This design comes from an exercise in tuning for small area on the open sky130 flow, not from production work. Function was checked by simulation only, so behaviour that the tests miss may differ from the original. Power figures rest on the tool's default switching activity, not on a simulated workload. The flow treats the clock pin as an ideal source, which a real chip does not have.

$ cat design.v
`timescale 1ns/1ns
module sync1InvertPRBS(
	input iClk,
	input iClrn,
	input iValid,
	input[7:0] iData,
	input iPSync,
	input iCheck,
	output logic[7:0] oData
	);
	localparam INITIALBITS = 15'b000000010101001;
	logic[2:0] packCnt;	 
	logic[15:1] prbs;	 
	logic[7:0] serial;
	assign serial = prbs[15:8] ^ prbs[14:7];
	always_comb begin
		if (iPSync)
			oData = (packCnt == 3'b0) ? ~iData : iData;
		else
			oData = serial ^ iData;
	end
	always_ff @(posedge iClk or negedge iClrn) begin
		if (!iClrn)
			packCnt <= 3'b0;
		else if (iValid & ~iCheck & iPSync)
			packCnt <= packCnt + 3'b1;
	end
	always_ff @(posedge iClk) begin
		if (iValid & ~iCheck) begin
			if (iPSync & (packCnt == 3'b0))
				prbs <= INITIALBITS;
			else
				prbs <= {prbs[7:1], serial};
		end
	end
endmodule
`timescale 1ns/1ns
module rsenc(
	input iClk,
	input iValid,
	input iCheck,
	input[7:0] iData,
	output[7:0] oParity
	);
	localparam logic[127:0] G = {8'd59, 8'd13, 8'd104, 8'd189, 8'd68, 8'd209, 8'd30, 8'd8,
		8'd163, 8'd65, 8'd41, 8'd229, 8'd98, 8'd50, 8'd36, 8'd59};
	function automatic logic[7:0] gfmul(input logic[7:0] a, input logic[7:0] k);
		logic[7:0] p, s;
		p = 8'd0;
		s = a;
		for (int i = 0; i < 8; i++) begin
			if (k[i]) p = p ^ s;
			s = {s[6:0], 1'b0} ^ (s[7] ? 8'h1d : 8'h00);
		end
		gfmul = p;
	endfunction
	logic[127:0] rem;	 
	logic[7:0] fb;
	assign fb = iCheck ? 8'd0 : (iData ^ rem[127:120]);
	assign oParity = rem[127:120];
	always_ff @(posedge iClk) begin
		if (iValid) begin
			rem[7:0] <= gfmul(fb, G[7:0]);
			for (int k = 1; k < 16; k++)
				rem[8*k +: 8] <= rem[8*k-8 +: 8] ^ gfmul(fb, G[8*k +: 8]);
		end
	end
endmodule
`timescale 1ns/1ns
module cycleCounter(
	input iClk,
	input iClrn,
	input iEn,
	input iPSync,
	output logic[3:0] oCnt
	);
	always_ff @(posedge iClk or negedge iClrn) begin
		if (!iClrn)
			oCnt <= 4'd0;
		else if (iEn) begin
			if (iPSync)
				oCnt <= 4'd1;
			else if (oCnt == 4'd11)
				oCnt <= 4'd0;
			else
				oCnt <= oCnt + 4'd1;
		end
	end
endmodule
`timescale 1ns/1ns
module interleavor(
	input iClk,
	input iClrn,
	input[7:0] iData,
	input iValid,
	input iPSync,
	output logic[7:0] oData,
	output logic oValid,
	output logic oPSync
	);
	localparam LENGTH = 17;
	localparam INTER_B = 12;
	logic[7:0] d1, d2, d3;
	logic p1, p2, p3;
	logic v1, v2, v3;
	logic[3:0] branch;
	logic[7:0] tail[0:INTER_B-1];
	always_ff @(posedge iClk or negedge iClrn) begin
		if (!iClrn) begin
			v1 <= 1'b0;
			v2 <= 1'b0;
			v3 <= 1'b0;
			oValid <= 1'b0;
		end
		else begin
			v1 <= iValid;
			v2 <= v1;
			v3 <= v2;
			oValid <= v3;
		end
	end
	always_ff @(posedge iClk) begin
		d1 <= iData;
		d2 <= d1;
		d3 <= d2;
		p1 <= iPSync;
		p2 <= p1;
		p3 <= p2;
		oPSync <= p3;
	end
	cycleCounter branch_cnt(.iClk(iClk), .iClrn(iClrn), .iEn(v3), .iPSync(p3), .oCnt(branch));
	assign tail[0] = d3;
	genvar b;
	generate
		for (b = 1; b < INTER_B; b = b + 1) begin : gen_branch
			logic[8*LENGTH*b-1:0] sr;
			always_ff @(posedge iClk)
				if (v3 && branch == b)
					sr <= {sr[8*LENGTH*b-9:0], d3};
			assign tail[b] = sr[8*LENGTH*b-1 -: 8];
		end
	endgenerate
	always_ff @(posedge iClk)
		oData <= (branch < INTER_B) ? tail[branch] : 8'd0;
endmodule
`timescale 1ns/1ns
module dvbcFec(
	iClk, iClrn,
	iValid,
	iData,
	iPSync,
	iCheck,
	oData,
	oPSync,
	oValid);
	input iClk;
	input iClrn;
	input iValid;
	input[7:0] iData;
	input iPSync;
	input iCheck;
	output[7:0] oData;
	output oPSync;
	output oValid;
	logic[7:0] rndData;	 
	logic[7:0] parity;	 
	logic[7:0] coded;
	sync1InvertPRBS prbs_inst(
		.iClk(iClk), .iClrn(iClrn), .iCheck(iCheck),
		.iValid(iValid), .iData(iData), .iPSync(iPSync),
		.oData(rndData));
	rsenc rs_inst(
		.iClk(iClk), .iCheck(iCheck),
		.iData(rndData), .iValid(iValid),
		.oParity(parity));
	assign coded = iCheck ? parity : rndData;
	interleavor interleaver_inst(
		.iClk(iClk), .iClrn(iClrn),
		.iData(coded), .iValid(iValid), .iPSync(iPSync),
		.oData(oData), .oValid(oValid), .oPSync(oPSync));
endmodule
$ cat run.sh
#!/bin/bash
# synth_recipe.tcl (not shown) runs the flow's synth.tcl, then flattens the netlist and writes it again
# the make line also repeats each setting of config.mk as NAME=value (left out here)
make -C /OpenROAD-flow-scripts/flow DESIGN_CONFIG=/design/flow/config.mk WORK_HOME=/design/flow/orfs CLKGATE_MAP_FILE= SYNTH_SCRIPT=/design/flow/synth_recipe.tcl finish
$ cat config.mk
export PLATFORM = sky130hd
export DESIGN_NAME = dvbcFec
export DESIGN_NICKNAME = dvbcFec
export VERILOG_FILES = /design/flow/design.v
export SDC_FILE = /design/flow/constraint.sdc
export NUM_CORES = 4
export LEC_CHECK = 0
export CAP_MARGIN = 20
export CELL_PAD_IN_SITES_DETAIL_PLACEMENT = 1
export CELL_PAD_IN_SITES_GLOBAL_PLACEMENT = 1
export CORE_MARGIN = 2
export CORE_UTILIZATION = 30
export PLACE_DENSITY = 0.35
export SLEW_MARGIN = 20
export SYNTH_MEMORY_MAX_BITS = 16384
$ cat constraint.sdc
create_clock -name core_clock -period 10.0 [get_ports {iClk}]
set_input_delay 2.0000 -clock core_clock [delete_from_list [all_inputs] [get_ports {iClk}]]
set_output_delay 2.0000 -clock core_clock [all_outputs]
set_load 0.01 [all_outputs]
==> results.yml, run 1 <==
cells_and_area:
  post-route-util_pct: 35.4
  drive_gt1_share_pct: 13.1
  regArea_um2: 275000
  fill_cells: 86500
  multi_input_area_um2: 4270
  final_cells: 24000
  area_delta_synth_final_pct: 17.9
  fin_nets: 10900
critical_path:
  cp_top_family: "buffers and inverters"
  reg2reg_depth: 8
  worstPathRequired_ps: 10650
  cp_data_arrival_time_ps: 5620
  r2r_start: "interleaver_inst.branch_cnt.oCnt[0]"
  r2r_slack_ps: 5030
  critPathCaptureType: "flip-flop"
  crit_path_frequent_cell: "buf_12"
  critPathLaunchType: "flip-flop"
  reg2reg_to: "interleaver_inst.gen_branch[10].sr[478]"
  setup.worst_path.class: "reg2reg"
  slowest_stage: "ha_1"
  critPathMaxStageDelay_ps: 770
  crit_buf_inv: 5
  path_cells: "inv_1 > ha_1 > nand2_1 > nor2_4 > buf_4 > buf_12 > buf_16 > buf_12"
  cp_max_fo: 189
grt:
  grt_max_degree: 201
  overflow: 0
  grt_use_total_pct: 8.71
  grt_pass1_vias: 101000
  grt_pass1_wl_um: 649000
  antenna_found_initial: 35
synthesis:
  yosysMostFrequentCell: "edfxtp_1"
  synth_area_per_cell_um2: 28.7
  synthesis.yosys.warnings: 5
  synth-async-reset-ratio_pct: 0.120
  synth_nets: 9741
  synthDistinctLibCells: 56
  synth_top_area_share_pct: 98.1
  synthCells: 9722
  synthFlopType: "edfxtp_1"
  synth_edf_count: 9119
  synth_area_leaders: "edfxtp_1 98%, xnor2_1 0.52%, xor2_1 0.28%, dfxtp_1 0.26%, dfrtp_1 0.099%"
  netlist_area_um2: 279000
  yosys-top-cells-count: "9119 x edfxtp_1, 165 x xnor2_1, 90 x xor2_1"
  yosysSeqAreaShare_pct: 98.4
  yosys_register_bits: 9166
  synth_top_area_cell: "edfxtp_1"
drt:
  first_pass_iters: 6
  vias_per_cell: 3.94
  vias: 94700
  drc: 0
  ant_nets: 0
  postRouteWirelength_um: 409000
  drt-wirelength-per-cell_um: 17.0
  drt_iter0_drc: 7857
cts:
  clockRootBuffer: "clkbuf_16"
  clockBufferDepth: 5
  numClockSinks: 9166
  tritoncts: "yes"
  ctsHoldBuffers: 0
  cts_resized: 0
  clock_latency_ps: 1050
  cts_buffers: 1062
  htreeDepth: 7
  clkTransAtPathRegs_ps: 60
  post-cts-setup-buffers: 0
power_and_ir_drop:
  ir_worst_vdd_mv: 0.142
  leakage_nw: 83.5
  powerDensity_nw_per_um2: 256
timing:
  timing.fmax_mhz: 201
  timing.final.crit_share_pct: 49.7
  skew_ps: 45.2
  max_slew_margin_pct: 17.8
  tns_ps: 0
  hold_violations: 0
  setup_violations: 0
  rsz0062_at_grt: "no"
  finalCriticalPeriod_ps: 4970
  report.final.slew_viol_count: 0
  tightest_slew_ps: 1230
min_path:
  hp-start: "interleaver_inst.d2[7]"
  hold_path_depth: 0
  hold_class: "reg2reg"
  hold_end: "interleaver_inst.d3[7]"
floorplanning:
  num_rows: 354
  dieWidth_um: 969
  fp.coreArea_um2: 928000
  die-height_um: 969
  io_pins: 23
  initial_core_util_pct: 30.1
  dieArea_um2: 938000
run_status:
  status: "no timing/DRC/antenna violations"
placement:
  dp_cells: 22100
  port_buffers: 22
  dp_hpwl_um: 178000
  gp_congestion: 0.697
job:
  cap_violations: 0
final cells by class:
| class | instances | share of cell area [%] |
|---|---|---|
| diodes | 12 | 0.00913 |
| clock buffers | 1379 | 8.70 |
| clock inverters | 495 | 1.27 |
| inverters | 11 | 0.0133 |
| multi-input cells | 515 | 1.30 |
| flip-flops and latches | 9166 | 83.5 |
| well taps | 12300 | 4.67 |
| repair buffers | 140 | 0.512 |
layout by cell type (no fill, tap or decap), types with 8 or more instances in the layout:
master,n
clkbuf_1,273
diode_2,12
xor2_1,90
dfrtp_1,11
inv_6,30
nor2_4,13
o21ai_0,13
nand2_1,29
and2_1,8
bufinv_16,58
inv_1,10
inv_16,9
a22oi_1,17
clkinv_2,120
buf_4,72
nor2_1,50
a21oi_1,17
a22o_1,10
clkbuf_16,1099
xnor2_1,165
clkdlybuf4s50_1,19
dfxtp_1,36
clkinv_8,24
edfxtp_1,9119
mux2_2,8
clkinv_1,245
buf_12,40
worst max path at each step:
stage | to | from | slack, ps | cells after the start
5_1_grt | interleaver_inst.gen_branch[10].sr[830] | interleaver_inst.branch_cnt.oCnt[0] | 4660 | 8
3_5_place_dp | rs_inst.rem[99] | iPSync | 4210 | 9
3_3_place_gp | rs_inst.rem[12] | iPSync | 3950 | 9
6_report | interleaver_inst.gen_branch[10].sr[478] | interleaver_inst.branch_cnt.oCnt[0] | 5030 | 8
4_1_cts | interleaver_inst.gen_branch[10].sr[518] | interleaver_inst.branch_cnt.oCnt[0] | 5110 | 7
2_1_floorplan | interleaver_inst.gen_branch[11].sr[0] | interleaver_inst.branch_cnt.oCnt[2] | -13760 | 5
per-layer routing:
layer / wire length [um] / GRT usage, % / vias up / part of all wire (%)
li1: - / - / 42100 / -
met1: 197000 / 13.1 / 49900 / 48
met2: 175000 / 12.0 / 1637 / 43
met3: 23300 / 2.41 / 1015 / 5.7
met4: 12800 / 3.17 / 0 / 3.1
met5: 0 / 0 / - / 0
report_power, final:
| part | internal [W] | total (W) | leakage [nW] | switching, W |
|---|---|---|---|---|
| logic | 0.00165 | 0.00412 | 2.46 | 0.00247 |
| clock network | 0.0217 | 0.0366 | 16.0 | 0.0149 |
| registers | 0.0429 | 0.0433 | 65.1 | 0.000409 |
| total | 0.0663 | 0.0841 | 83.5 | 0.0178 |
stage by stage:
step	setup WS (ps)	hold slack [ps]	cell area, um^2	total power (W)
2_1_floorplan	-13760	310	279000	0.0472
3_3_place_gp	3950	315	296000	0.0484
3_5_place_dp	4210	313	296000	0.0484
4_1_cts	5110	335	329000	0.0862
5_1_grt	4660	353	329000	0.0879
6_report	5030	334	329000	0.0841
logic make-up after synthesis:
kind of cell    after synthesis  synth area share [%]
flops                      9166                  98.4
xor+xnor                    274                 0.944
simple gates                127                 0.217
compound gates               89                 0.229
buf+inv                      41                0.0610
mux                          19                0.0771
fa+ha+maj                     6                0.0269
sequential cells by signal, indices dropped and copies added (netlist names), 3 cells and up:
signal,cells
interleaver_inst.gen_branch.sr,8976
rs_inst.rem,128
prbs_inst.prbs,15
interleaver_inst.d1,8
interleaver_inst.d2,8
interleaver_inst.d3,8
interleaver_inst.oData,8
interleaver_inst.branch_cnt.oCnt,4
prbs_inst.packCnt,3
==> run 2: changes to the inputs <==
--- a/config.mk
+++ b/config.mk
@@ -8,7 +8,7 @@
 export CAP_MARGIN = 20
-export CELL_PAD_IN_SITES_DETAIL_PLACEMENT = 1
-export CELL_PAD_IN_SITES_GLOBAL_PLACEMENT = 1
+export CELL_PAD_IN_SITES_DETAIL_PLACEMENT = 0
+export CELL_PAD_IN_SITES_GLOBAL_PLACEMENT = 0
 export CORE_MARGIN = 2
-export CORE_UTILIZATION = 30
-export PLACE_DENSITY = 0.35
+export CORE_UTILIZATION = 60
+export PLACE_DENSITY = 0.7
 export SLEW_MARGIN = 20
==> run 2 against run 1 <==
Net effect:
- sequential power about the same
- worst hold slack worse by 7.8 ps
- die area down 50%
- non-clock buffer count down 25
- fmax up 6.5%
- synthesized area unchanged
- clock skew up 25 ps
- combinational power down 1%
- largest power group unchanged
- clock power down 19%
- still clean
- utilization up 32 points
- critical endpoint is now rs_inst.rem[102]
- first-iteration DRC count up 20%
==> results.yml, run 2 <==
power_and_ir_drop:
  powerDensity_nw_per_um2: 245
  ir_worst_vdd_mv: 0.215
  intPower_w: 0.0613
  pwr-share-seq_pct: 56.2
  pwr-share-clk_pct: 38.6
  leakage_nw: 79.9
  sw_frac_of_total_pct: 20.5
  p_switching_w: 0.0158
  power_frac_comb_pct: 5.3
drt:
  drt_iter0_drc: 9459
  vias_per_cell: 5.16
  postRouteWirelength_um: 338000
  drt-wirelength-per-cell_um: 19.3
  drc: 0
  first_pass_iters: 6
  ant_nets: 0
  vias: 90300
cells_and_area:
  area_delta_synth_final_pct: 12.5
  final_common_cell: "edfxtp_1"
  post-route-util_pct: 67.8
  regMostFlops: "interleaver_inst.gen_branch.sr"
  final_cells: 17500
  drive_gt1_share_pct: 11.1
  largest_register_ffs: 8976
  top_regs: "interleaver_inst.gen_branch.sr x8976, rs_inst.rem x128, prbs_inst.prbs x15"
  fin_nets: 10700
  final_cell_mix: "9119 x edfxtp_1, 838 x clkbuf_16, 213 x clkinv_1"
  stdcell_area_um2: 314000
timing:
  report.final.slew_viol_count: 0
  rsz0062_at_grt: "no"
  finalWorstSetupSlack_ps: 5330
  tns_ps: 0
  max_slew_margin_pct: 20.9
  timing.final.crit_share_pct: 46.7
  hold_violations: 0
  tightest_slew_ps: 1190
  skew_ps: 70.1
  timing.fmax_mhz: 214
  finalCriticalPeriod_ps: 4670
  setup_violations: 0
critical_path:
  cp_max_fo: 15
  path_cells: "clkdlybuf4s50_1 > nand3b_1 > o21ai_1 > xnor2_4 > xor2_1 > nor2_8 > xor3_2 > xor2_2 > xor2_1"
  cp-startpoint: "iPSync"
  critPathMaxStageDelay_ps: 590
  critPathCaptureType: "flip-flop"
  worstPathRequired_ps: 10750
  crit_path_frequent_cell: "xor2_1"
  cp_data_arrival_time_ps: 5420
  setup.worst_path.class: "in2reg"
  critPathLaunchType: "primary input"
  r2r_start: "interleaver_inst.branch_cnt.oCnt[1]"
  slowest_stage: "xor3_2"
min_path:
  hp-start: "interleaver_inst.d2[5]"
  hold_class: "reg2reg"
synthesis:
  synthDistinctLibCells: 56
  yosysSeqAreaShare_pct: 98.4
  synth_area_leaders: "edfxtp_1 98%, xnor2_1 0.52%, xor2_1 0.28%, dfxtp_1 0.26%, dfrtp_1 0.099%"
  synth_nets: 9741
  yosys-top-cells-count: "9119 x edfxtp_1, 165 x xnor2_1, 90 x xor2_1"
  synth_top_area_share_pct: 98.1
  synthFlopType: "edfxtp_1"
  synthesis.yosys.warnings: 5
  netlist_area_um2: 279000
  synth_area_per_cell_um2: 28.7
  yosys_register_bits: 9166
  yosysMostFrequentCell: "edfxtp_1"
  synth-async-reset-ratio_pct: 0.120
  synth_edf_count: 9119
  synth_top_area_cell: "edfxtp_1"
  synthCells: 9722
cts:
  clock_latency_ps: 1090
  clkTransAtPathRegs_ps: 60
  cts_resized: 0
  clockBufferDepth: 4
  tritoncts: "yes"
  cts_buffers: 822
  numClockSinks: 9166
  ctsHoldBuffers: 0
  clockRootBuffer: "clkbuf_16"
  post-cts-setup-buffers: 0
  htreeDepth: 6
floorplanning:
  dieWidth_um: 686
  fp.coreArea_um2: 464000
  initial_core_util_pct: 60.2
  die-height_um: 686
  dieArea_um2: 471000
  io_pins: 23
  num_rows: 250
grt:
  grt_pass1_wl_um: 519000
  grt_max_degree: 243
  grt_use_total_pct: 14.0
  overflow: 0
  antenna_found_initial: 20
  grt_pass1_vias: 89100
placement:
  placed_area_um2: 288000
  dp_hpwl_um: 145000
  gp_congestion: 0.763
  dp_cells: 16000
  place_ws_ps: 4230
  port_buffers: 22
run_status:
  status: "no timing/DRC/antenna violations"
job:
  cap_violations: 0
[run 2: cell counts after synthesis]
No cell type changed its count.
[run 2: path summary, 6_finish.rpt]
check / depth (start not counted) / endpoint / slack [ps]
worst max register to register: 7 / interleaver_inst.gen_branch[5].sr[211] / 5440
worst max-delay path: 9 / rs_inst.rem[102] / 5330
worst min-delay path: 0 / interleaver_inst.d3[5] / 330
max in group asynchronous: 2 / interleaver_inst.v1 / 8210
worst min register to register: 0 / interleaver_inst.d3[5] / 330
min in group asynchronous: 2 / interleaver_inst.branch_cnt.oCnt[0] / 1370
[run 2: logic make-up (layout without fill, tap and decap cells)]
kind of cell             count (synthesis)  count (layout)  share of synthesized area, %
flip-flops                            9166            9166                          98.4
AND/OR/NAND/NOR                        127             127                         0.217
XOR/XNOR                               274             274                         0.944
adder cells (fa/ha/maj)                  6               6                        0.0269
other                                    0              12                             0
AO/OA/AOI/OAI                           89              89                         0.229
buffers and inverters                   41            1644                        0.0610
multiplexers                            19              19                        0.0771
[run 2: stage by stage]
step | power, W | hold slack (ps)
final | 0.0771 | 326
after global routing | 0.0800 | 332
after CTS | 0.0782 | 321
after detailed placement | 0.0483 | 312
after global placement | 0.0483 | 317
after floorplan | 0.0472 | 310
[run 2: cell type report]
cell class,count,area (um^2)
diodes,12,30.0
clock buffers,1039,21800
clock inverters,479,4000
fillers,27100,149000
inverters,11,43.8
multi-input cells,515,4270
flip-flops and latches,9166,275000
well taps,6174,7720
repair buffers,115,1480
[run 2: critical path: cells and delay by family]
kind / cells / cell delay (ps)
xor gates and xnor gates: 5 / 1670
AOI/OAI and AO/OA: 1 / 290
buffers and inverters: 1 / 570
and+or+nand+nor: 2 / 860
[run 2: layer usage]
metal | vias up | wire length [um] | track usage (%)
li1 | 41300 | - | -
met1 | 46600 | 166000 | 22.9
met2 | 1741 | 149000 | 19.7
met3 | 667 | 15600 | 2.50
met4 | 0 | 8660 | 4.42
met5 | - | 0 | 0
[run 2: power by group through the flow]
stage                     logic [W]  registers [W]  clock network [W]
after global routing        0.00449         0.0433             0.0322
final                       0.00406         0.0433             0.0297
after global placement      0.00412         0.0442                  0
after CTS                   0.00416         0.0433             0.0308
after floorplan             0.00301         0.0442                  0
after detailed placement    0.00415         0.0441                  0
==> run 3: changes to the inputs <==
--- a/config.mk
+++ b/config.mk
@@ -12,2 +12,4 @@
 export CORE_UTILIZATION = 60
+export CTS_CLUSTER_DIAMETER = 80
+export CTS_CLUSTER_SIZE = 30
 export PLACE_DENSITY = 0.7
==> run 3 against run 2 <==
Net effect:
- routed wire length fell by 7.2%
- combinational power barely moved
- flip-flop and latch count did not move
- global-route usage fell by 1.1 points
- sequential power barely moved
- synthesized cell count did not move
- worst setup slack got worse by 71 ps
- clock-buffer cell count fell by 609
- via count fell by 4.3%
- critical path type unchanged
- synthesized area did not move
- die area did not move
==> results.yml, run 3 <==
timing:
  setup_violations: 0
  max_slew_margin_pct: 19.1
  tightest_slew_ps: 1210
  finalCriticalPeriod_ps: 4740
  skew_ps: 36.5
  report.final.slew_viol_count: 0
  hold_violations: 0
  timing.fmax_mhz: 211
  rsz0062_at_grt: "no"
  timing.final.crit_share_pct: 47.4
  tns_ps: 0
critical_path:
  reg2reg_depth: 7
  setup.worst_path.class: "in2reg"
  r2r_start: "interleaver_inst.branch_cnt.oCnt[1]"
  critPathLaunchType: "primary input"
  cp-startpoint: "iPSync"
  worstPathRequired_ps: 10690
  cp_data_arrival_time_ps: 5430
  cp_max_fo: 15
  critPathCaptureType: "flip-flop"
synthesis:
  yosys-top-cells-count: "9119 x edfxtp_1, 165 x xnor2_1, 90 x xor2_1"
  synth_edf_count: 9119
  synthDistinctLibCells: 56
  synth_area_per_cell_um2: 28.7
  synth_area_leaders: "edfxtp_1 98%, xnor2_1 0.52%, xor2_1 0.28%, dfxtp_1 0.26%, dfrtp_1 0.099%"
  yosys_register_bits: 9166
  netlist_area_um2: 279000
  yosysSeqAreaShare_pct: 98.4
  synth_nets: 9741
  yosysMostFrequentCell: "edfxtp_1"
  synthesis.yosys.warnings: 5
  synthCells: 9722
  synthFlopType: "edfxtp_1"
  synth-async-reset-ratio_pct: 0.120
  synth_top_area_share_pct: 98.1
  synth_top_area_cell: "edfxtp_1"
drt:
  ant_nets: 0
  drt_iter0_drc: 9179
  postRouteWirelength_um: 314000
  drc: 0
  first_pass_iters: 8
  vias: 86400
  drt-wirelength-per-cell_um: 19.1
  vias_per_cell: 5.24
min_path:
  hp-start: "interleaver_inst.d2[1]"
  hold_path_depth: 0
  hold_class: "reg2reg"
grt:
  overflow: 0
  grt_use_total_pct: 12.9
  grt_pass1_wl_um: 482000
  antenna_found_initial: 15
  grt_max_degree: 243
  grt_pass1_vias: 82700
cts:
  cts_resized: 0
  ctsHoldBuffers: 0
  clockBufferDepth: 4
  numClockSinks: 9166
  htreeDepth: 5
  tritoncts: "yes"
  clkTransAtPathRegs_ps: 110
  cts_buffers: 357
  post-cts-setup-buffers: 0
  clockRootBuffer: "clkbuf_16"
  clock_latency_ps: 960
power_and_ir_drop:
  leakage_nw: 72.3
  powerDensity_nw_per_um2: 216
  power_w: 0.0644
  ir_worst_vdd_mv: 0.199
cells_and_area:
  top_regs: "interleaver_inst.gen_branch.sr x8976, rs_inst.rem x128, prbs_inst.prbs x15"
  largest_register_ffs: 8976
  fin_nets: 10200
  final_cell_mix: "9119 x edfxtp_1, 365 x clkbuf_16, 164 x xnor2_1"
  drive_gt1_share_pct: 5.52
  regMostFlops: "interleaver_inst.gen_branch.sr"
  final_common_cell: "edfxtp_1"
  final_cells: 16500
  area_delta_synth_final_pct: 6.93
floorplanning:
  dieWidth_um: 686
  die-height_um: 686
  num_rows: 250
  dieArea_um2: 471000
  io_pins: 23
  fp.coreArea_um2: 464000
  initial_core_util_pct: 60.2
job:
  cap_violations: 0
placement:
  dp_hpwl_um: 145000
  gp_congestion: 0.763
  port_buffers: 22
  dp_cells: 16000
run_status:
  status: "no timing/DRC/antenna violations"
==> run 3: cell counts after synthesis <==
Identical to the previous run, type by type.
==> run 3: critical path: stages <==
cell and delay (ps):
clkdlybuf4s50_1 570, nand3b_1 390, o21ai_1 300, xnor2_4 490
xor2_1 230, nor2_8 480, xor3_2 580, xor2_2 190
xor2_1 170
==> run 3: worst paths after layout <==
path | to | slack, ps
max reg2reg | interleaver_inst.gen_branch[5].sr[444] | 5430
min | interleaver_inst.d3[1] | 340
min in group asynchronous | interleaver_inst.branch_cnt.oCnt[2] | 1500
min reg2reg | interleaver_inst.d3[1] | 340
max in group asynchronous | prbs_inst.packCnt[0] | 8100
max | rs_inst.rem[102] | 5260
==> run 3: stage by stage <==
stage | setup slack [ps] | area (um^2) | hold WS (ps) | util [%]
final | 5260 | 299000 | 339 | 64.4
after global routing | 5110 | 298000 | 346 | 64.4
after CTS | 5310 | 298000 | 339 | 64.4
after detailed placement | 4230 | 288000 | 312 | 62.2
after global placement | 4330 | 288000 | 317 | 62.2
after floorplan | -13760 | 279000 | 310 | -
==> run 3: layer usage <==
| layer | global-route usage, % | routed length [um] |
|---|---|---|
| met1 | 21.9 | 158000 |
| met2 | 18.3 | 136000 |
| met3 | 1.61 | 12000 |
| met5 | 0 | 0 |
| met4 | 3.28 | 7640 |
==> run 3: cell families (layout without fill, tap and decap cells) <==
logic type,after synthesis,after routing,synth area share (%)
DFF,9166,9166,98.4
muxes,19,19,0.0771
buffers and inverters,41,619,0.0610
adders and majority gates,6,6,0.0269
AOI/OAI and AO/OA,89,89,0.229
and+or+nand+nor,127,127,0.217
xor gates and xnor gates,274,274,0.944
other,0,9,0
==> run 3: power by group <==
group | switching (W) | internal [W] | total, W
clock network | 0.0102 | 0.00688 | 0.0171
logic | 0.00239 | 0.00166 | 0.00405
registers | 0.000383 | 0.0429 | 0.0432
==> run 3: cell type report <==
cell class,instances,area (um^2)
clock inverter,63,757
antenna,9,22.5
sequential,9166,275000
clock buffer,430,9380
inverter,11,43.8
tap,6174,7720
fill,28700,165000
timing repair buffer,115,1480
multi-input combinational,515,4270
==> run 4: changes to the inputs <==
==> flow/run.sh (new file) <==
#!/bin/bash
# Standard layout (the standard.sh, unchanged synthesis) with one change:
# clock tree synthesis uses larger sink clusters and no dummy loads, which
# gives far fewer clock buffers for this flip-flop-dominated design.
set -euo pipefail
cd "$(dirname "$0")/.."
export CTS_ARGS="-sink_clustering_enable -repair_clock_nets -dont_use_dummy_load -sink_clustering_size 30 -sink_clustering_max_diameter 80"
bash standard.sh synth > synth.log 2>&1
bash standard.sh floorplan > floorplan.log 2>&1
bash standard.sh place > place.log 2>&1
bash standard.sh cts > cts.log 2>&1
bash standard.sh route > route.log 2>&1
bash standard.sh finish > finish.log 2>&1
==> standard.sh (new file) <==
#!/bin/bash
# synth_recipe.tcl (not shown) runs the flow's synth.tcl, then flattens the netlist and writes it again
# the make line also repeats each setting of config.mk as NAME=value (left out here)
make -C /OpenROAD-flow-scripts/flow DESIGN_CONFIG=/design/flow/config.mk WORK_HOME=/design/flow/orfs CLKGATE_MAP_FILE= SYNTH_SCRIPT=/design/flow/synth_recipe.tcl "${@:-finish}"
--- a/config.mk
+++ b/config.mk
@@ -12,4 +12,2 @@
 export CORE_UTILIZATION = 60
-export CTS_CLUSTER_DIAMETER = 80
-export CTS_CLUSTER_SIZE = 30
 export PLACE_DENSITY = 0.7
removed: run.sh
==> run 4 against run 3 <==
Net effect:
- final cell count is 0.84% lower
- fmax is 1.1% lower
- clock-buffer cell count is 73 lower
- critical endpoint unchanged
- largest cell class unchanged
- critical path type unchanged
- clock power is 5% lower
- clock skew is 53 ps higher
- largest power group unchanged
- final area is 0.41% lower
- sequential power hardly changed
- sequential share of layout area is 0.37 points higher
- synthesized area stayed put
- die area stayed put
==> results.yml, run 4 <==
synthesis:
  yosys_register_bits: 9166
  synth_top_area_cell: "edfxtp_1"
  synth_top_area_share_pct: 98.1
  yosysSeqAreaShare_pct: 98.4
  netlist_area_um2: 279000
  synth_nets: 9741
  synthDistinctLibCells: 56
  synth_area_per_cell_um2: 28.7
  synth-async-reset-ratio_pct: 0.120
  synthesis.yosys.warnings: 5
  synthFlopType: "edfxtp_1"
  synth_area_leaders: "edfxtp_1 98%, xnor2_1 0.52%, xor2_1 0.28%, dfxtp_1 0.26%, dfrtp_1 0.099%"
  yosysMostFrequentCell: "edfxtp_1"
  synth_edf_count: 9119
  synthCells: 9722
  yosys-top-cells-count: "9119 x edfxtp_1, 165 x xnor2_1, 90 x xor2_1"
timing:
  timing.fmax_mhz: 209
  report.final.slew_viol_count: 0
  finalWorstSetupSlack_ps: 5210
  timing.final.crit_share_pct: 47.9
  finalCriticalPeriod_ps: 4790
  tightest_slew_ps: 1210
  skew_ps: 89.6
  tns_ps: 0
  rsz0062_at_grt: "no"
  max_slew_margin_pct: 19.2
  hold_violations: 0
  setup_violations: 0
drt:
  drc: 0
  ant_nets: 0
  vias: 86000
  vias_per_cell: 5.26
  postRouteWirelength_um: 314000
  drt-wirelength-per-cell_um: 19.2
  first_pass_iters: 6
  drt_iter0_drc: 9096
cells_and_area:
  top_regs: "interleaver_inst.gen_branch.sr x8976, rs_inst.rem x128, prbs_inst.prbs x15"
  final_common_cell: "edfxtp_1"
  largest_register_ffs: 8976
  drive_gt1_share_pct: 5.00
  stdcell_area_um2: 297000
  regMostFlops: "interleaver_inst.gen_branch.sr"
  final_cell_mix: "9119 x edfxtp_1, 357 x clkbuf_16, 164 x xnor2_1"
  area_delta_synth_final_pct: 6.49
  final_cells: 16300
  fin_nets: 10200
power_and_ir_drop:
  ir_worst_vdd_mv: 0.198
  power_frac_comb_pct: 6.4
  powerDensity_nw_per_um2: 214
  leakage_nw: 71.8
  pwr-share-clk_pct: 25.6
  pwr-share-seq_pct: 68.1
  p_switching_w: 0.0126
  sw_frac_of_total_pct: 19.8
  intPower_w: 0.0509
run_status:
  status: "no timing/DRC/antenna violations"
critical_path:
  cp_data_arrival_time_ps: 5410
  setup.worst_path.class: "in2reg"
  reg2reg_depth: 7
  cp_max_fo: 15
  critPathLaunchType: "primary input"
  critPathCaptureType: "flip-flop"
  worstPathRequired_ps: 10620
cts:
  tritoncts: "yes"
  cts_buffers: 357
  post-cts-setup-buffers: 0
  htreeDepth: 5
  clockBufferDepth: 4
  clockRootBuffer: "clkbuf_16"
  cts_resized: 0
  ctsHoldBuffers: 0
  numClockSinks: 9166
  clock_latency_ps: 940
  clkTransAtPathRegs_ps: 100
grt:
  grt_pass1_wl_um: 480000
  grt_use_total_pct: 12.9
  grt_pass1_vias: 82400
  overflow: 0
  antenna_found_initial: 15
  grt_max_degree: 243
floorplanning:
  dieArea_um2: 471000
  io_pins: 23
  die-height_um: 686
  initial_core_util_pct: 60.2
  fp.coreArea_um2: 464000
  dieWidth_um: 686
  num_rows: 250
placement:
  port_buffers: 22
  dp_hpwl_um: 145000
  dp_cells: 16000
  gp_congestion: 0.763
  place_ws_ps: 4230
  placed_area_um2: 288000
min_path:
  hold_path_depth: 0
  hold_class: "reg2reg"
job:
  cap_violations: 0
==> run 4: path summary, 6_finish.rpt <==
check                                               startpoint                                      to  slack [ps]
setup / recovery                                        iPSync                        rs_inst.rem[102]        5210
hold / removal                          interleaver_inst.d1[1]                  interleaver_inst.d2[1]         300
setup reg to reg           interleaver_inst.branch_cnt.oCnt[1]  interleaver_inst.gen_branch[5].sr[677]        5470
hold reg to reg                         interleaver_inst.d1[1]                  interleaver_inst.d2[1]         300
max in group asynchronous                                iClrn                    prbs_inst.packCnt[0]        8060
min in group asynchronous                                iClrn     interleaver_inst.branch_cnt.oCnt[2]        1530
==> run 4: worst max-delay path: stages <==
cell and delay (ps):
clkdlybuf4s50_1 570, nand3b_1 380, o21ai_1 290, xnor2_4 480
xor2_1 230, nor2_8 470, xor3_2 580, xor2_2 190
xor2_1 170
==> run 4: power by group through the flow <==
stage                     sequential (W)  clock, W  combinational, W
after floorplan                   0.0442         0           0.00301
after global placement            0.0442         0           0.00412
after detailed placement          0.0441         0           0.00415
after CTS                         0.0433    0.0171           0.00415
after global routing              0.0433    0.0182           0.00449
final                             0.0432    0.0162           0.00405
==> run 4: routing by layer <==
layer  vias to the layer above  GRT usage [%]  wire, um
met2                      1126           18.2    136000
met5                         -              0         0
met4                         0           3.25      7670
met1                     44900           21.9    159000
li1                      39600              -         -
met3                       440           1.61     11600
==> run 4: cell families after synthesis <==
logic type / synth area share, %
DFF: 98.4
adders and majority gates: 0.0269
xor gates and xnor gates: 0.944
and+or+nand+nor: 0.217
buffers and inverters: 0.0610
AOI/OAI and AO/OA: 0.229
muxes: 0.0771
==> run 4: through the flow <==
step                      power [W]  hold WS (ps)  util (%)
after floorplan              0.0472           310         -
after global placement       0.0483           317      62.2
after detailed placement     0.0483           312      62.2
after CTS                    0.0645           306      64.1
after global routing         0.0660           294      64.1
final                        0.0635           301      64.1
==> run 4: final cells by class <==
cell class	count	area [um^2]
repair buffers	115	1480
diodes	6	15.0
well taps	6174	7720
flip-flops and latches	9166	275000
multi-input cells	515	4270
inverters	11	43.8
fillers	28800	166000
clock buffers	357	8930
==> run 5: changes to the inputs <==
--- a/design.v
+++ b/design.v
@@ -102,2 +102,3 @@
 	localparam INTER_B = 12;
+	logic[7:0] oNext;
 	logic[7:0] d1, d2, d3;
@@ -105,3 +106,5 @@
 	logic v1, v2, v3;
-	logic[3:0] branch;
+	logic[3:0] branch2;		 
+	logic[INTER_B-1:0] shift;	 
+	logic[INTER_B-1:1] hold;	 
 	logic[7:0] tail[0:INTER_B-1];
@@ -130,3 +133,9 @@
 	end
-	cycleCounter branch_cnt(.iClk(iClk), .iClrn(iClrn), .iEn(v3), .iPSync(p3), .oCnt(branch));
+	cycleCounter branch_cnt(.iClk(iClk), .iClrn(iClrn), .iEn(v2), .iPSync(p2), .oCnt(branch2));
+	always_ff @(posedge iClk) begin
+		for (int i = 0; i < INTER_B; i++)
+			shift[i] <= v2 && branch2 == i;
+		for (int i = 1; i < INTER_B; i++)
+			hold[i] <= !(v2 && branch2 == i);
+	end
 	assign tail[0] = d3;
@@ -137,4 +146,4 @@
 			always_ff @(posedge iClk)
-				if (v3 && branch == b)
-					sr <= {sr[8*LENGTH*b-9:0], d3};
+				sr <= ({sr[8*LENGTH*b-9:0], d3} & {8*LENGTH*b{shift[b]}})
+					| (sr & {8*LENGTH*b{hold[b]}});
 			assign tail[b] = sr[8*LENGTH*b-1 -: 8];
@@ -142,4 +151,9 @@
 	endgenerate
+	always_comb begin
+		oNext = 8'd0;
+		for (int i = 0; i < INTER_B; i++)
+			oNext = oNext | (tail[i] & {8{shift[i]}});
+	end
 	always_ff @(posedge iClk)
-		oData <= (branch < INTER_B) ? tail[branch] : 8'd0;
+		oData <= oNext;
 endmodule
==> run 5 against run 4 <==
Net effect:
- still clean
- clock power is 2% higher
- die area is 1.2% lower
- first-iteration DRC count is 24% higher
- largest cell class unchanged
- largest power group unchanged
==> results.yml, run 5 <==
floorplanning:
  dieArea_um2: 465000
  initial_core_util_pct: 60.1
  io_pins: 23
  fp.coreArea_um2: 459000
  dieWidth_um: 682
  num_rows: 249
  die-height_um: 682
critical_path:
  slowest_stage: "clkdlybuf4s50_1"
  crit_buf_inv: 2
  cp_top_family: "XOR/XNOR gates"
  cp_max_fo: 12
  worstPathRequired_ps: 10670
  critPathLaunchType: "primary input"
  crit_path_frequent_cell: "xnor2_2"
  critPathMaxStageDelay_ps: 650
  critPathCaptureType: "flip-flop"
  path_cells: "clkdlybuf4s50_1 > nand3b_1 > o21ai_1 > xnor2_2 > buf_4 > xnor2_2 > nand2_1 > a21oi_4 > xnor3_1 > xor2_1"
  setup.worst_path.class: "in2reg"
  cp_data_arrival_time_ps: 5460
  r2r_slack_ps: 6210
timing:
  setup_violations: 0
  hold_violations: 0
  tightest_slew_ps: 1270
  finalCriticalPeriod_ps: 4790
  report.final.slew_viol_count: 0
  timing.final.crit_share_pct: 47.9
  tns_ps: 0
  skew_ps: 79.1
  max_slew_margin_pct: 15.6
  rsz0062_at_grt: "no"
  timing.fmax_mhz: 209
cells_and_area:
  final_cells: 25300
  area_delta_synth_final_pct: 3.99
  regMostFlops: "interleaver_inst.gen_branch.sr"
  top_regs: "interleaver_inst.gen_branch.sr x8976, rs_inst.rem x128, prbs_inst.prbs x15"
  largest_register_ffs: 8976
  fin_nets: 19200
  final_common_cell: "dfxtp_1"
  final_cell_mix: "9013 x dfxtp_1, 9000 x a22o_1, 357 x clkbuf_16"
  drive_gt1_share_pct: 3.02
synthesis:
  synth_area_per_cell_um2: 13.3
  yosys_register_bits: 9189
  synth-async-reset-ratio_pct: 0.120
  synth_top_area_share_pct: 65.6
  synth-xor-area-share_pct: 0.979
  yosys-top-cells-count: "9035 x dfxtp_1, 9000 x a22o_1, 1862 x clkbuf_1"
  synth_top_family_by_area: "compound AO/OA/AOI/OAI gates"
  yosysSeqAreaShare_pct: 67.2
  synth_top_area_cell: "dfxtp_1"
  synthCells: 20700
  synth.mux.area_fraction_pct: 0.0631
  synthDistinctLibCells: 40
  synth_nets: 20700
  synthesis.yosys.warnings: 5
  synth_edf_count: 143
  synth_area_leaders: "dfxtp_1 66%, a22o_1 29%, clkbuf_1 2.5%, edfxtp_1 1.6%, xnor2_1 0.43%"
  synthFlopType: "dfxtp_1"
  synth_compound_area_share_pct: 28.7
  netlist_area_um2: 276000
  synth-simple-area-share_pct: 0.212
  yosysMostFrequentCell: "dfxtp_1"
  yosys.area_share.adder_pct: 0.0272
grt:
  overflow: 0
  grt_max_degree: 277
  grt_pass1_vias: 145000
  grt_pass1_wl_um: 710000
  antenna_found_initial: 18
  grt_use_total_pct: 17.3
placement:
  dp_hpwl_um: 223000
  dp_cells: 25000
  gp_congestion: 0.744
  port_buffers: 22
cts:
  ctsHoldBuffers: 0
  cts_resized: 0
  clkTransAtPathRegs_ps: 100
  tritoncts: "yes"
  numClockSinks: 9189
  clockBufferDepth: 4
  cts_buffers: 357
  htreeDepth: 5
  post-cts-setup-buffers: 0
  clockRootBuffer: "clkbuf_16"
  clock_latency_ps: 960
drt:
  vias: 152000
  drt_iter0_drc: 11300
  vias_per_cell: 6.01
  ant_nets: 0
  drc: 0
  drt-wirelength-per-cell_um: 16.6
  postRouteWirelength_um: 420000
  first_pass_iters: 5
job:
  cap_violations: 0
power_and_ir_drop:
  ir_worst_vdd_mv: 0.255
  leakage_nw: 111
  powerDensity_nw_per_um2: 212
run_status:
  status: "no timing/DRC/antenna violations"
min_path:
  hold_class: "reg2reg"
==> run 5: changes by cell type after synthesis, sizes merged, moves of 16 or more <==
cell and change:
a21oi -16, a221oi +20, a22o +8990, a22oi -16
buf +162, clkbuf +1842, dfxtp +8999, edfxtp -8976
nand2 -21, nand3 +19, xnor2 -28, xor2 +27
==> run 5: metal layers <==
metal	track usage [%]	routed length [um]	up-vias
li1	-	-	76100
met1	24.9	219000	74900
met2	28.0	180000	1039
met3	1.87	11600	469
met4	4.01	9760	4
met5	0	22	-
==> run 5: cells by family after synthesis <==
| kind of cell | after synthesis |
|---|---|
| buffers and inverters | 2053 |
| XOR/XNOR | 274 |
| flip-flops | 9189 |
| adder cells (fa/ha/maj) | 6 |
| AO/OA/AOI/OAI | 9039 |
| multiplexers | 14 |
| AND/OR/NAND/NOR | 122 |
==> run 5: where the power goes <==
part | total (W) | switching, W | leakage [nW] | internal, W
combinational | 0.00548 | 0.00327 | 31.9 | 0.00221
clock | 0.0166 | 0.0102 | 4.40 | 0.00644
sequential | 0.0386 | 0.000646 | 74.3 | 0.0380
==> run 5: final timing paths <==
check | startpoint | end | cells past startpoint
min in group asynchronous | iClrn | interleaver_inst.branch_cnt.oCnt[2] | 1
min | interleaver_inst.d1[3] | interleaver_inst.d2[3] | 0
max | iPSync | rs_inst.rem[107] | 10
max in group asynchronous | iClrn | prbs_inst.packCnt[2] | 1
min reg2reg | interleaver_inst.d1[3] | interleaver_inst.d2[3] | 0
max reg2reg | prbs_inst.packCnt[0] | rs_inst.rem[75] | 9
==> run 5: worst register-to-register path, stage by stage, from the launching register on <==
cell	delay [ps]
dfrtp_1	380
inv_1	60
ha_1	200
nand2b_1	310
mux2i_1	290
xnor2_4	800
xnor2_2	260
xor2_1	210
nor2_2	510
xnor3_1	500
==> run 5: area by class of cell <==
type	instances	area (um^2)
diodes	2	5.00
clock buffers	357	8930
inverters	19	76.3
well taps	6149	7690
flip-flops and latches	9189	186000
fillers	35200	172000
multi-input cells	9455	82700
repair buffers	176	1920
==> run 5: per-stage QoR <==
step / setup slack (ps) / power (W) / utilization (%) / hold WS, ps / area, um^2
6_report: 5210 / 0.0607 / 62.5 / 327 / 287000
5_1_grt: 5050 / 0.0633 / 62.5 / 328 / 287000
4_1_cts: 5260 / 0.0616 / 62.5 / 324 / 287000
3_5_place_dp: 4210 / 0.0450 / 60.5 / 312 / 278000
3_3_place_gp: 4220 / 0.0450 / 60.5 / 310 / 278000
2_1_floorplan: 5730 / 0.0436 / - / 310 / 276000
==> run 6: changes to the inputs <==
--- a/flow/run.sh
+++ b/flow/run.sh
@@ -6,3 +6,3 @@
 cd "$(dirname "$0")/.."
-export CTS_ARGS="-sink_clustering_enable -repair_clock_nets -dont_use_dummy_load -sink_clustering_size 30 -sink_clustering_max_diameter 80"
+export CTS_ARGS="-sink_clustering_enable -repair_clock_nets -dont_use_dummy_load -sink_clustering_size 33 -sink_clustering_max_diameter 75"
 bash standard.sh synth > synth.log 2>&1
--- a/config.mk
+++ b/config.mk
@@ -11,4 +11,4 @@
 export CORE_MARGIN = 2
-export CORE_UTILIZATION = 60
-export PLACE_DENSITY = 0.7
+export CORE_UTILIZATION = 70
+export PLACE_DENSITY = 0.78
 export SLEW_MARGIN = 20
==> run 6 against run 5 <==
Net effect:
- still clean
- flip-flop and latch count unchanged
- die area decreased by 14%
- first-iteration DRC count increased by 3.9%
- final area decreased by 0.66%
- synthesized area unchanged
- non-clock buffer count decreased by 2
- clock skew decreased by 29 ps
- synthesized cell count unchanged
- critical path depth unchanged
- largest cell class unchanged
==> results.yml, run 6 <==
floorplanning:
  dieWidth_um: 632
  io_pins: 23
  die-height_um: 632
  num_rows: 230
  dieArea_um2: 399000
  fp.coreArea_um2: 392000
  initial_core_util_pct: 70.3
timing:
  finalWorstSetupSlack_ps: 5270
  timing.final.crit_share_pct: 47.3
  report.final.slew_viol_count: 0
  tightest_slew_ps: 1250
  skew_ps: 50.5
  tns_ps: 0
  finalCriticalPeriod_ps: 4730
  hold_violations: 0
  setup_violations: 0
  rsz0062_at_grt: "no"
  timing.fmax_mhz: 211
  max_slew_margin_pct: 16.5
drt:
  drt-wirelength-per-cell_um: 17.3
  drt_iter0_drc: 11700
  ant_nets: 0
  vias_per_cell: 6.26
  postRouteWirelength_um: 422000
  drc: 0
  vias: 153000
  first_pass_iters: 6
critical_path:
  cp_max_fo: 12
  reg2reg_to: "rs_inst.rem[59]"
  worstPathRequired_ps: 10710
  r2r_slack_ps: 6370
  critPathLaunchType: "primary input"
  reg2reg_depth: 10
  cp-startpoint: "iPSync"
  critPathCapture: "rs_inst.rem[107]"
  setup.worst_path.class: "in2reg"
  critPathCaptureType: "flip-flop"
  cp_data_arrival_time_ps: 5440
  r2r_start: "prbs_inst.packCnt[0]"
cells_and_area:
  drive_gt1_share_pct: 2.87
  largest_register_ffs: 8976
  final_cell_mix: "9010 x dfxtp_1, 9000 x a22o_1, 326 x clkbuf_16"
  fin_nets: 19200
  final_common_cell: "dfxtp_1"
  area_delta_synth_final_pct: 3.30
  multi_input_area_um2: 82700
  regArea_um2: 186000
  post-route-util_pct: 72.6
  fill_cells: 26700
  top_regs: "interleaver_inst.gen_branch.sr x8976, rs_inst.rem x128, prbs_inst.prbs x15"
  regMostFlops: "interleaver_inst.gen_branch.sr"
synthesis:
  synth_nets: 20700
  synth_top_area_share_pct: 65.6
  synth-async-reset-ratio_pct: 0.120
  yosys_register_bits: 9189
  synth_top_area_cell: "dfxtp_1"
  yosys-top-cells-count: "9035 x dfxtp_1, 9000 x a22o_1, 1862 x clkbuf_1"
  yosysSeqAreaShare_pct: 67.2
  netlist_area_um2: 276000
  synthCells: 20700
  synth_area_leaders: "dfxtp_1 66%, a22o_1 29%, clkbuf_1 2.5%, edfxtp_1 1.6%, xnor2_1 0.43%"
  synth_area_per_cell_um2: 13.3
  synthesis.yosys.warnings: 5
  yosysMostFrequentCell: "dfxtp_1"
  synthDistinctLibCells: 40
  synthFlopType: "dfxtp_1"
  synth_edf_count: 143
cts:
  clkTransAtPathRegs_ps: 110
  ctsHoldBuffers: 0
  post-cts-setup-buffers: 0
  clockRootBuffer: "clkbuf_16"
  numClockSinks: 9189
  clockBufferDepth: 4
  htreeDepth: 5
  tritoncts: "yes"
  clock_latency_ps: 940
  cts_buffers: 326
  cts_resized: 0
grt:
  grt_pass1_vias: 144000
  grt_use_total_pct: 20.3
  grt_pass1_wl_um: 716000
  grt_max_degree: 275
  antenna_found_initial: 9
  overflow: 0
job:
  cap_violations: 0
power_and_ir_drop:
  leakage_nw: 110
  ir_worst_vdd_mv: 0.175
  power_w: 0.0600
  powerDensity_nw_per_um2: 211
placement:
  gp_congestion: 0.756
  place_ws_ps: 4300
  port_buffers: 22
  dp_hpwl_um: 227000
run_status:
  status: "no timing/DRC/antenna violations"
min_path:
  hold_class: "reg2reg"
[run 6: metrics by stage]
stage	hold slack [ps]	instance area [um^2]	cells
after global routing	333	285000	24400
final	330	285000	24400
after CTS	330	285000	24400
after detailed placement	312	277000	24100
after global placement	311	277000	24100
after floorplan	310	276000	20700
[run 6: worst max-delay path, stage by stage]
cell	delay, ps
clkdlybuf4s50_1	670
nand3b_1	340
o21ai_1	310
xnor2_2	130
buf_4	250
xnor2_2	570
nand2_1	220
a21oi_4	320
xnor3_1	460
xor2_1	150
[run 6: logic make-up after synthesis]
logic type      after synthesis  share of synthesized area [%]
buf+inv                    2053                           2.80
xor+xnor                    274                          0.979
simple gates                122                          0.212
fa+ha+maj                     6                         0.0272
compound gates             9039                           28.7
flops                      9189                           67.2
mux                          14                         0.0631
[run 6: how the worst min path moves through the flow]
stage | startpoint | to | slack, ps | cells past startpoint
floorplan | interleaver_inst.d1[0] | interleaver_inst.d2[0] | 310 | 0
global placement | interleaver_inst.p3 | interleaver_inst.oPSync | 310 | 0
detailed placement | interleaver_inst.d2[5] | interleaver_inst.d3[5] | 310 | 0
CTS | interleaver_inst.d2[5] | interleaver_inst.d3[5] | 330 | 0
global route | interleaver_inst.d1[1] | interleaver_inst.d2[1] | 330 | 0
finish | interleaver_inst.d2[5] | interleaver_inst.d3[5] | 330 | 0
[run 6: per-layer routing]
layer / wire [um] / vias up / track usage (%) / part of all wire (%)
li1: - / 76000 / - / -
met1: 219000 / 75100 / 30.8 / 52
met2: 183000 / 1215 / 32.0 / 43
met3: 11300 / 427 / 1.86 / 2.7
met4: 7990 / 0 / 4.09 / 1.9
met5: 0 / - / 0 / 0
[run 6: power by group]
group,internal (W),switching [W]
registers,0.0380,0.000671
logic,0.00220,0.00325
clock network,0.00593,0.00999
total,0.0461,0.0139
[run 6: area by class of cell]
| class | count | share of cell area (%) |
|---|---|---|
| inverters | 19 | 0.0268 |
| flip-flops and latches | 9189 | 65.1 |
| multi-input cells | 9455 | 29.0 |
| clock buffers | 326 | 2.86 |
| well taps | 5220 | 2.29 |
| repair buffers | 174 | 0.675 |
| diodes | 17 | 0.0149 |
==> run 7: changes to the inputs <==
==> run.sh (new file) <==
#!/bin/bash
# synth_recipe.tcl (not shown) runs the flow's synth.tcl, then flattens the netlist and writes it again
# the make line also repeats each setting of config.mk as NAME=value (left out here)
make -C /OpenROAD-flow-scripts/flow DESIGN_CONFIG=/design/flow/config.mk WORK_HOME=/design/flow/orfs CLKGATE_MAP_FILE= SYNTH_SCRIPT=/design/flow/synth_recipe.tcl finish
--- a/config.mk
+++ b/config.mk
@@ -11,4 +11,6 @@
 export CORE_MARGIN = 2
-export CORE_UTILIZATION = 70
-export PLACE_DENSITY = 0.78
+export CORE_UTILIZATION = 60
+export CTS_CLUSTER_DIAMETER = 80
+export CTS_CLUSTER_SIZE = 30
+export PLACE_DENSITY = 0.7
 export SLEW_MARGIN = 20
removed: flow/run.sh
removed: standard.sh
==> run 7 against run 6 <==
Net effect:
- clock-buffer cell count is 63 higher
- die area up 17%
- synthesized cell count stayed put
- sequential share of layout area is 0.68 points lower
- routed wire length is 0.27% lower
- critical path depth is the same
- synthesized area is the same
==> results.yml, run 7 <==
run_status:
  status: "no timing/DRC/antenna violations"
timing:
  finalCriticalPeriod_ps: 4740
  rsz0062_at_grt: "no"
  timing.fmax_mhz: 211
  setup_violations: 0
  finalWorstSetupSlack_ps: 5260
  skew_ps: 35.3
  hold_violations: 0
  tns_ps: 0
  max_slew_margin_pct: 20.2
  report.final.slew_viol_count: 0
  timing.final.crit_share_pct: 47.4
  tightest_slew_ps: 1200
cells_and_area:
  drive_gt1_share_pct: 3.37
  final_cell_mix: "9013 x dfxtp_1, 9000 x a22o_1, 366 x clkbuf_16"
  regMostFlops: "interleaver_inst.gen_branch.sr"
  multi_input_area_um2: 82700
  stdcell_area_um2: 288000
  regArea_um2: 186000
  final_cells: 25400
  fill_cells: 35100
  final_common_cell: "dfxtp_1"
  top_regs: "interleaver_inst.gen_branch.sr x8976, rs_inst.rem x128, prbs_inst.prbs x15"
  largest_register_ffs: 8976
  fin_nets: 19200
  post-route-util_pct: 62.7
  area_delta_synth_final_pct: 4.38
grt:
  grt_use_total_pct: 17.3
  grt_max_degree: 277
  antenna_found_initial: 17
  gr-usage-met3_pct: 1.93
  grt_pass1_wl_um: 711000
  overflow: 0
  grt_pass1_vias: 146000
  grt_use_met1_pct: 24.9
  grt_util_met2_pct: 28.0
  busiest_layer: "met2"
critical_path:
  r2r_start: "prbs_inst.packCnt[0]"
  cp_data_arrival_time_ps: 5460
  setup.worst_path.class: "in2reg"
  cp_max_fo: 12
  path_cells: "clkdlybuf4s50_1 > nand3b_1 > o21ai_1 > xnor2_2 > buf_4 > xnor2_2 > nand2_1 > a21oi_4 > xnor3_1 > xor2_1"
  critPathMaxStageDelay_ps: 640
  reg2reg_to: "rs_inst.rem[75]"
  critPathCaptureType: "flip-flop"
  critPathLaunchType: "primary input"
  crit_path_frequent_cell: "xnor2_2"
  slowest_stage: "clkdlybuf4s50_1"
  reg2reg_depth: 9
  r2r_slack_ps: 6210
  worstPathRequired_ps: 10720
drt:
  drc: 0
  first_pass_iters: 5
  vias_per_cell: 6.00
  drt-wirelength-per-cell_um: 16.5
  drt_iter0_drc: 11300
  ant_nets: 0
  postRouteWirelength_um: 421000
  vias: 153000
synthesis:
  synth_nets: 20700
  synthesis.yosys.warnings: 5
  synth_top_area_share_pct: 65.6
  synth_area_leaders: "dfxtp_1 66%, a22o_1 29%, clkbuf_1 2.5%, edfxtp_1 1.6%, xnor2_1 0.43%"
  synthCells: 20700
  synthFlopType: "dfxtp_1"
  yosysSeqAreaShare_pct: 67.2
  synthDistinctLibCells: 40
  yosys-top-cells-count: "9035 x dfxtp_1, 9000 x a22o_1, 1862 x clkbuf_1"
  yosysMostFrequentCell: "dfxtp_1"
  yosys_register_bits: 9189
  synth-async-reset-ratio_pct: 0.120
  netlist_area_um2: 276000
  synth_area_per_cell_um2: 13.3
  synth_edf_count: 143
  synth_top_area_cell: "dfxtp_1"
floorplanning:
  initial_core_util_pct: 60.1
  fp.coreArea_um2: 459000
  dieWidth_um: 682
  num_rows: 249
  dieArea_um2: 465000
  die-height_um: 682
  io_pins: 23
min_path:
  hold_class: "reg2reg"
  hold_path_depth: 0
  hold_end: "interleaver_inst.d3[2]"
  hp-start: "interleaver_inst.d2[2]"
placement:
  placed_area_um2: 278000
  place_ws_ps: 4210
  dp_hpwl_um: 223000
  gp_congestion: 0.744
  dp_cells: 25000
  port_buffers: 22
cts:
  clock_latency_ps: 970
  cts_resized: 0
  clkTransAtPathRegs_ps: 110
  ctsHoldBuffers: 0
  clockRootBuffer: "clkbuf_16"
  htreeDepth: 5
  numClockSinks: 9189
  post-cts-setup-buffers: 0
  clockBufferDepth: 4
  cts_buffers: 357
  tritoncts: "yes"
power_and_ir_drop:
  powerDensity_nw_per_um2: 214
  ir_worst_vdd_mv: 0.254
  leakage_nw: 111
job:
  cap_violations: 0
## run 7: cell counts after synthesis
No cell type changed its count.
## run 7: per-stage QoR
step | hold WS [ps] | total power (W)
2_1_floorplan | 310 | 0.0436
3_3_place_gp | 310 | 0.0450
3_5_place_dp | 312 | 0.0450
4_1_cts | 340 | 0.0624
5_1_grt | 347 | 0.0642
6_report | 339 | 0.0615
## run 7: critical path: cells and delay by family
kind | cells | cell delay (ps)
xor+xnor | 4 | 1280
buf+inv | 2 | 890
compound gates | 2 | 700
simple gates | 2 | 580
## run 7: logic make-up (layout without fill, tap and decap cells)
kind of cell               count (synthesis)  in the layout  synth area share, %
AOI/OAI and AO/OA                       9039           9039                 28.7
xor gates and xnor gates                 274            274                0.979
adders and majority gates                  6              6               0.0272
buffers and inverters                   2053            642                 2.80
DFF                                     9189           9189                 67.2
muxes                                     14             14               0.0631
other                                      0              2                    0
and+or+nand+nor                          122            122                0.212
## run 7: how the worst max path moves through the flow
stage	from	endpoint	slack (ps)	cells past startpoint
final	iPSync	rs_inst.rem[107]	5260	10
after global placement	iPSync	rs_inst.rem[107]	4220	10
after floorplan	iPSync	rs_inst.rem[107]	5730	9
after global routing	iPSync	rs_inst.rem[107]	5110	10
after detailed placement	iPSync	rs_inst.rem[107]	4210	10
after CTS	iPSync	rs_inst.rem[107]	5310	10
## run 7: per-layer routing
layer	wire length, um	part of all wire, %
met5	22	0.0052
met4	9570	2.3
met3	11200	2.7
met2	180000	43
met1	220000	52
## run 7: where the power goes
| group | total [W] | internal, W | switching (W) | leakage (nW) |
|---|---|---|---|---|
| Combinational | 0.00548 | 0.00221 | 0.00327 | 31.9 |
| Sequential | 0.0386 | 0.0380 | 0.000646 | 74.3 |
| Clock | 0.0174 | 0.00690 | 0.0105 | 4.91 |
## run 7: layout make-up
class	count	area share, %
Sequential cell	9189	64.4
Multi-Input combinational cell	9455	28.7
Timing Repair Buffer	176	0.667
Tap cell	6149	2.67
Antenna cell	2	0.00174
Clock buffer	389	3.22
Clock inverter	58	0.258
Inverter	19	0.0265

## port drivers added, routing unchanged
No port has a modelled driver above. Below, the same layouts with a new extraction and two added sets of constraints.
Step 1: set_driving_cell puts a clkbuf_16 on iClk and a buf_2 on each other input, an assumption about the parent block.
Step 2 times the ports against the registers' clock, not the clock port: input delays grow and output delays shrink by t, the midpoint of the rising clock arrivals with the driver on.
Three values: ideal, step 1, step 2; two values: the first two.
run | shift t [ns] | setup slack, ns | clock arrival spread, ns | cell pins on the clock port's net
run 1 | 1.161 | 5.030 / 5.030 / 4.288 | 0.051 / 0.050 | 1
run 2 | 1.158 | 5.334 / 5.426 / 4.268 | 0.096 / 0.096 | 1
run 3 | 1.054 | 5.263 / 5.351 / 4.297 | 0.048 / 0.049 | 1
run 4 | 1.022 | 5.212 / 5.301 / 4.278 | 0.115 / 0.115 | 1
run 5 | 1.040 | 5.211 / 5.298 / 4.257 | 0.100 / 0.101 | 1
run 6 | 1.042 | 5.270 / 5.161 / 4.118 | 0.081 / 0.081 | 1
run 7 | 1.067 | 5.257 / 5.344 / 4.276 | 0.047 / 0.047 | 1
After both steps every run listed still meets setup and hold. For run 6, which loses most, drivers alone change the setup slack by -0.109 ns; drivers and shift together by -1.152 ns.
